This is an optimization exercise on Yosys and OpenROAD, whose aim is small area, not a production implementation. In this exercise RTL edits were held to simulation tests only and were not proved equivalent to the original. Power is estimated from default activity; no workload was simulated.

== run A ==
==> flow/design.v <==
module splittor(
	input clk_in,
	input rst,
	output reg c,
	output tick
);
reg o;
assign tick = c & ~o;
always @(posedge clk_in) begin
	if( rst ) begin
		c <= 1'b0;
		o <= 1'b0;
	end
	else begin
		c <= ~c;
		o <= o ^ c;
	end
end
endmodule
module counter(
	input clk,
	input rst,
	input ce,
	input en,
	input clear,
	output reg [6:0] th,
	output reg [3:0] h,
	output reg [6:0] lo
);
wire inc = ce & en & ~clear;
wire wrap = th[6] & th[0] & h[2] & h[0] & lo[5] & lo[1] & lo[0];
wire zero = rst | (ce & clear) | (inc & wrap);
wire c_lo = inc & lo[6] & lo[5] & lo[1] & lo[0];
wire c_h = c_lo & h[3] & h[0];
reg [7:0] k_lo;
reg [4:0] k_h;
reg [7:0] k_th;
integer i;
always @* begin
	k_lo[0] = inc;
	for( i = 0; i < 7; i = i + 1 ) k_lo[i+1] = k_lo[i] & lo[i];
	k_h[0] = c_lo;
	for( i = 0; i < 4; i = i + 1 ) k_h[i+1] = k_h[i] & h[i];
	k_th[0] = c_h;
	for( i = 0; i < 7; i = i + 1 ) k_th[i+1] = k_th[i] & th[i];
end
always @(posedge clk) begin
	lo <= {7{~(zero | c_lo)}} & (lo ^ k_lo[6:0]);
	h <= {4{~(zero | c_h)}} & (h ^ k_h[3:0]);
	th <= {7{~zero}} & (th ^ k_th[6:0]);
end
endmodule
module mapping(
	input wire [3:0] num,
	output wire [6:0] codeout
);
	localparam [111:0] TABLE = {
		7'b0000000, 7'b0001111, 7'b1011011, 7'b0110011, 7'b0101001, 7'b0101101,
		7'b1111011, 7'b1111111, 7'b1110000, 7'b1011111, 7'b1011011,
		7'b0110011, 7'b1111001, 7'b1101101, 7'b0110000, 7'b1111110 };
	assign codeout = TABLE[num*7 +: 7];
endmodule
module display(
	input clk,
	input rst,
	input c,
	input wire [3:0] digit,
	output wire [2:0] seg,
	output wire [6:0] codeout
);
reg [3:0] shown;
assign seg = {2'b00, (shown == 4'b1111) & ~c};
mapping m1(
	.num (shown),
	.codeout (codeout)
);
always @(posedge clk) begin
	if( rst ) shown <= 4'b1111;
	else if( c ) shown <= digit;
end
endmodule
module finalDesign(
	input clk,
	input rst,
	input start_in,
	input end_in,
	input clear_in,
	input en,
	input wire [2:0] check,
	output wire led,
	output wire [2:0] seg,
	output wire [6:0] digits,
	output reg [1:0] winner
);
wire c;
wire tick;
wire [6:0] cnt_th;
wire [3:0] cnt_h;
wire [6:0] cnt_lo;
reg [6:0] max_th;
reg [3:0] max_h;
reg [6:0] max_lo;
reg [3:0] min_h;    
reg [6:0] min_lo;
reg [3:0] avg_h;
reg [3:0] stor_h;
reg clear_logic;
reg start_flag;
reg en_logic;
reg [12:0] lfsr;
reg rnd_zero;
assign led = 1'b0;
splittor sp1(
	.clk_in (clk),
	.rst (rst),
	.c (c),
	.tick (tick)
);
counter c1(
	.clk (clk),
	.rst (rst),
	.ce (tick),
	.en (en_logic),
	.clear (clear_logic),
	.th (cnt_th),
	.h (cnt_h),
	.lo (cnt_lo)
);
display dp1(
	.clk (clk),
	.rst (rst),
	.c (c),
	.digit (stor_h),
	.seg (seg),
	.codeout (digits)
);
wire arm = en & start_in & rnd_zero;
wire start_mid = start_flag | arm;
wire stop = en & end_in & start_mid;
wire en_next = ((en_logic & ~clear_in) | arm) & ~stop;
wire start_next = start_mid & ~stop;
wire [17:0] cnt_all = {cnt_th, cnt_h, cnt_lo};
wire [17:0] max_all = {max_th, max_h, max_lo};
wire [10:0] cnt_low = {cnt_h, cnt_lo};
wire [10:0] min_all = {min_h, min_lo};
reg [18:0] ge;    
reg [11:0] gm;    
reg [7:0] k0;     
reg [7:0] s0;
reg [4:0] k1;
reg [4:0] t;
integer i;
always @* begin
	ge[0] = 1'b1;
	for( i = 0; i < 18; i = i + 1 )
		ge[i+1] = (cnt_all[i] & ~max_all[i]) | ((cnt_all[i] | ~max_all[i]) & ge[i]);
	gm[0] = 1'b1;
	for( i = 0; i < 11; i = i + 1 )
		gm[i+1] = (cnt_low[i] & ~min_all[i]) | ((cnt_low[i] | ~min_all[i]) & gm[i]);
	k0[0] = 1'b0;
	for( i = 0; i < 7; i = i + 1 ) begin
		s0[i] = max_lo[i] ^ min_lo[i] ^ k0[i];
		k0[i+1] = (max_lo[i] & min_lo[i]) | ((max_lo[i] ^ min_lo[i]) & k0[i]);
	end
	s0[7] = k0[7];
	k1[0] = s0[7] | (s0[6] & s0[5] & (s0[4] | s0[3] | s0[2]));    
	for( i = 0; i < 4; i = i + 1 ) begin
		t[i] = max_h[i] ^ min_h[i] ^ k1[i];
		k1[i+1] = (max_h[i] & min_h[i]) | ((max_h[i] ^ min_h[i]) & k1[i]);
	end
	t[4] = k1[4];
end
wire cnt_ge_max = ge[18];
wire cnt_lt_min = (cnt_th == 7'd0) & ~gm[11];
wire [3:0] u = t[4:1];
reg [3:0] avg_next;
always @* begin
	if( !max_th[0] ) avg_next = u;
	else case( u )
		4'd0: avg_next = 4'd5;
		4'd1: avg_next = 4'd6;
		4'd2: avg_next = 4'd7;
		4'd3: avg_next = 4'd8;
		4'd4: avg_next = 4'd9;
		4'd5: avg_next = 4'd0;
		4'd6: avg_next = 4'd1;
		4'd7: avg_next = 4'd2;
		4'd8: avg_next = 4'd3;
		default: avg_next = 4'd4;
	endcase
end
wire load = tick & en & start_in;
wire hit = (lfsr == 13'h0800);
always @(posedge clk) begin
	lfsr <= ~({13{load}} | {lfsr[11:0], lfsr[12] ^ lfsr[2]});
	rnd_zero <= rst | (~load & (rnd_zero | hit));
end
always @(posedge clk) begin
	if( rst ) begin
		stor_h <= 0;
		clear_logic <= 0;
		start_flag <= 0;
		en_logic <= 0;
		max_th <= 0;
		max_h <= 0;
		max_lo <= 0;
		min_h <= 4'd9;
		min_lo <= 7'd99;
		avg_h <= 0;
		winner <= 2'b00;
	end
	else if( tick ) begin
		clear_logic <= clear_in;
		en_logic <= en_next;
		start_flag <= start_next;
		if( !en ) begin
			if( check[2] ) stor_h <= avg_h;
			else if( check[1] ) stor_h <= min_h;
			else if( check[0] ) stor_h <= max_h;
			else stor_h <= cnt_h;
		end
		else if( end_in && !start_mid ) stor_h <= 4'd9;
		else stor_h <= cnt_h;
		if( stop ) begin
			if( cnt_ge_max ) begin
				max_th <= cnt_th;
				max_h <= cnt_h;
				max_lo <= cnt_lo;
			end
			if( cnt_lt_min ) begin
				min_h <= cnt_h;
				min_lo <= cnt_lo;
			end
			avg_h <= avg_next;
			winner <= cnt_ge_max ? 2'b01 : 2'b10;
		end
	end
end
endmodule
export LEC_CHECK = 0
export ABC_AREA = 1
export CAP_MARGIN = 20
export CORE_MARGIN = 2
export CORE_UTILIZATION = 40
export SLEW_MARGIN = 20
create_clock -name core_clock -period 13.0 [get_ports {clk}]
standard.sh (not shown) runs the stock make flow with config.mk's settings and CLKGATE_MAP_FILE= SYNTH_SCRIPT=/design/flow/synth_recipe.tcl, a recipe that flattens the netlist after the stock synthesis.
==> flow/flow/run.sh <==
#!/bin/bash
# Own layout flow: the standard synthesis, then its combinational logic re-mapped
# with a stronger ABC script (registers untouched; several random seeds, the
# smallest result kept), then the standard ORFS steps with buf_1 port buffers.
set -euo pipefail
W=$(pwd)
R=$W/orfs/results/$FLOW_PLATFORM/finalDesign/base
LIB=$FLOW_HOME/platforms/sky130hd/lib/sky130_fd_sc_hd__tt_025C_1v80.lib

bash standard.sh "$R/1_2_yosys.v" > "$W/log_synth.txt" 2>&1
cp "$R/1_2_yosys.v" "$W/standard_synth.v"

for S in 1 2 3 4; do
  sed -e "s/-S 0/-S $S/" flow/deep.abc > "$W/deep_$S.abc"
  sed -e "s#::LIB::#$LIB#g" -e "s#::IN::#$W/standard_synth.v#" \
      -e "s#::SCRIPT::#$W/deep_$S.abc#" -e "s#::OUT::#$W/remapped_$S.v#" \
      flow/remap.ys > "$W/remap_$S.ys"
  yosys -s "$W/remap_$S.ys" > "$W/log_remap_$S.txt" 2>&1 &
done
wait
best=""; bestarea=""
for S in 1 2 3 4; do
  a=$(grep "Chip area" "$W/log_remap_$S.txt" | tail -1 | awk '{print $NF}')
  [[ -n "$a" && -s "$W/remapped_$S.v" ]] || continue
  if [[ -z "$best" ]] || awk "BEGIN{exit !($a < $bestarea)}"; then best=$S; bestarea=$a; fi
done
echo "remap seed $best area $bestarea" > "$W/log_remap_choice.txt"
cp "$W/remapped_$best.v" "$R/1_2_yosys.v"
touch "$R/1_2_yosys.v"

export BUFFER_PORTS_ARGS="-buffer_cell sky130_fd_sc_hd__buf_1"
export CTS_ARGS="-sink_clustering_enable -repair_clock_nets -dont_use_dummy_load $(cat flow/cts_args.txt 2>/dev/null || true)"
bash standard.sh finish > "$W/log_layout.txt" 2>&1
==> flow/flow/remap.ys <==
# Re-map the combinational logic of the standard synthesis; registers are kept as they are.
read_liberty -ignore_miss_func ::LIB::
read_verilog ::IN::
hierarchy -top finalDesign
blackbox sky130_fd_sc_hd__df*
flatten
rename -hide w:_*_.*
opt_clean -purge
abc -liberty ::LIB:: -dont_use sky130_fd_sc_hd__lpflow_bleeder_1 -dont_use sky130_fd_sc_hd__lpflow_clkbufkapwr_1 -dont_use sky130_fd_sc_hd__lpflow_clkbufkapwr_16 -dont_use sky130_fd_sc_hd__lpflow_clkbufkapwr_2 -dont_use sky130_fd_sc_hd__lpflow_clkbufkapwr_4 -dont_use sky130_fd_sc_hd__lpflow_clkbufkapwr_8 -dont_use sky130_fd_sc_hd__lpflow_clkinvkapwr_1 -dont_use sky130_fd_sc_hd__lpflow_clkinvkapwr_16 -dont_use sky130_fd_sc_hd__lpflow_clkinvkapwr_2 -dont_use sky130_fd_sc_hd__lpflow_clkinvkapwr_4 -dont_use sky130_fd_sc_hd__lpflow_clkinvkapwr_8 -dont_use sky130_fd_sc_hd__lpflow_decapkapwr_12 -dont_use sky130_fd_sc_hd__lpflow_decapkapwr_3 -dont_use sky130_fd_sc_hd__lpflow_decapkapwr_4 -dont_use sky130_fd_sc_hd__lpflow_decapkapwr_6 -dont_use sky130_fd_sc_hd__lpflow_decapkapwr_8 -dont_use sky130_fd_sc_hd__lpflow_inputiso0n_1 -dont_use sky130_fd_sc_hd__lpflow_inputiso0p_1 -dont_use sky130_fd_sc_hd__lpflow_inputiso1n_1 -dont_use sky130_fd_sc_hd__lpflow_inputiso1p_1 -dont_use sky130_fd_sc_hd__lpflow_inputisolatch_1 -dont_use sky130_fd_sc_hd__lpflow_isobufsrc_1 -dont_use sky130_fd_sc_hd__lpflow_isobufsrc_16 -dont_use sky130_fd_sc_hd__lpflow_isobufsrc_2 -dont_use sky130_fd_sc_hd__lpflow_isobufsrc_4 -dont_use sky130_fd_sc_hd__lpflow_isobufsrc_8 -dont_use sky130_fd_sc_hd__lpflow_isobufsrckapwr_16 -dont_use sky130_fd_sc_hd__lpflow_lsbuf_lh_hl_isowell_tap_1 -dont_use sky130_fd_sc_hd__lpflow_lsbuf_lh_hl_isowell_tap_2 -dont_use sky130_fd_sc_hd__lpflow_lsbuf_lh_hl_isowell_tap_4 -dont_use sky130_fd_sc_hd__lpflow_lsbuf_lh_isowell_4 -dont_use sky130_fd_sc_hd__lpflow_lsbuf_lh_isowell_tap_1 -dont_use sky130_fd_sc_hd__lpflow_lsbuf_lh_isowell_tap_2 -dont_use sky130_fd_sc_hd__lpflow_lsbuf_lh_isowell_tap_4 -dont_use sky130_fd_sc_hd__probe_p_8 -dont_use sky130_fd_sc_hd__probec_p_8  -script ::SCRIPT::
opt_clean -purge
hilomap -singleton -hicell sky130_fd_sc_hd__conb_1 HI -locell sky130_fd_sc_hd__conb_1 LO
splitnets
opt_clean -purge
rename -enumerate -pattern rm_% w:$* c:$*
stat -liberty ::LIB::
write_verilog -noattr -nohex -nodec ::OUT::
Other scripts of this flow, unchanged in this note and not shown: flow/flow/deep.abc
Both conditions hold for run A: the flow ran to the end and the final layout passed the timing, DRC and antenna checks.
Setup changes, run A to run B
- CORE_UTILIZATION: 40 -> 65
Results
Run A ended up with more cell instances than run B did. Looking at run B and run A, the clock power share is a wash. Taking run A as the reference point, the via count of run B rises by 2.0%. The overall power consumption on run B is in line with that on run A. Compared with run A, run B ends up with less cell area.
What run C does differently from run B at the input level:
- a change of CORE_UTILIZATION from 65 to 40
==> flow/flow/cts_args.txt (new file) <==
-buf_list {sky130_fd_sc_hd__clkbuf_4 sky130_fd_sc_hd__clkbuf_8} -root_buf sky130_fd_sc_hd__clkbuf_8
-- flow/flow/remap.ys --
<<< run B, line 7
rename -hide w:_*_.*
>>> run C, line 7
==> run summary <==
The via count reported for run C is lower than the one for run B.
Compared with run B, run C shows a worst hold slack that is 6.4 ps higher.
In run C relative to run B, wire length of the first global-routing pass had gone up by a few percent.
Sort run C and run B by number of optimization iterations in the first detailed-route pass desc -> top: run B
Placement-stage worst setup slack on run C is behind run B.
Relative to run B, run C improves post-DP HPWL.
Looking at run C and run B, the total chip power is a wash.
On depth of the worst register-to-register path: between run C and run B, it ends up lower for run B.
Relative to run C, the following input files were edited for run D:
==> flow/flow/cts_args.txt <==
-buf_list sky130_fd_sc_hd__clkbuf_4 -root_buf sky130_fd_sc_hd__clkbuf_8 -sink_clustering_size 10 -sink_clustering_max_diameter 40
Diff run C..run D | non-clock inverter total of the final layout | negligible. As far as worst reg-to-reg path cell count goes, run D and run C are indistinguishable; the numbers are identical. From run C to run D, number of design rule violations left after detail routing did not move at all. On sequential share of layout area, run C and run D are basically level. Run C and run D ended up with nearly the same power. Reported for run C and run D, placed standard-cell area turned out identical to the last digit.
The following lists how run E was set up differently from run D:
- putting GPL_TIMING_DRIVEN at 0 where nothing was set
-- flow/flow/remap.ys --
<<< run D, line 7
>>> run E, line 7
rename -hide w:_*_.*
removed: flow/flow/cts_args.txt
Findings:
Final design area excluding fillers of run E is on par with run D.
Sort run D and run E by met2 wire length desc -> top: run E
On combinational cell fraction of total power, run D and run E are basically level.
The clock network area share was comparable across run D and run E.
Total via count after detailed routing, run E vs run D: down slightly
Diff run D -> run E: proportion of layout cells with a drive suffix above 1 saw a decrease, via count normalized by instance count saw little to no change, power saw an increase.

==> port drivers added, routing unchanged <==
In the flow no input, the clock included, has a driving cell. The finished layouts below were timed again as built, in two steps.
Step 1: set_driving_cell puts a clkbuf_16 on clk and a buf_2 on each other input, an assumption about the parent block.
Step 2, shift: input delay + t, output delay - t, t = (earliest + latest rising clock arrival at the registers) / 2. This alone moves slack from input paths to output paths.
Three values: ideal, step 1, step 2; two values: the first two.
| run | t, ns | setup slack, ns | worst setup path at the end | worst register clock-pin slew, ns |
|---|---|---|---|---|
| run A | 0.366 | 8.736 / 8.705 / 8.592 | input to register | 0.08 / 0.08 |
| run B | 0.370 | 8.708 / 8.678 / 8.689 | input to register | 0.08 / 0.08 |
| run C | 0.369 | 8.696 / 8.664 / 8.614 | input to register | 0.08 / 0.08 |
| run D | 0.369 | 8.696 / 8.664 / 8.614 | input to register | 0.08 / 0.08 |
| run E | 0.370 | 8.701 / 8.669 / 8.487 | input to register | 0.08 / 0.08 |
After both steps every run listed still meets setup and hold. For run E, which loses most, drivers alone change the setup slack by -0.032 ns; drivers and shift together by -0.214 ns.
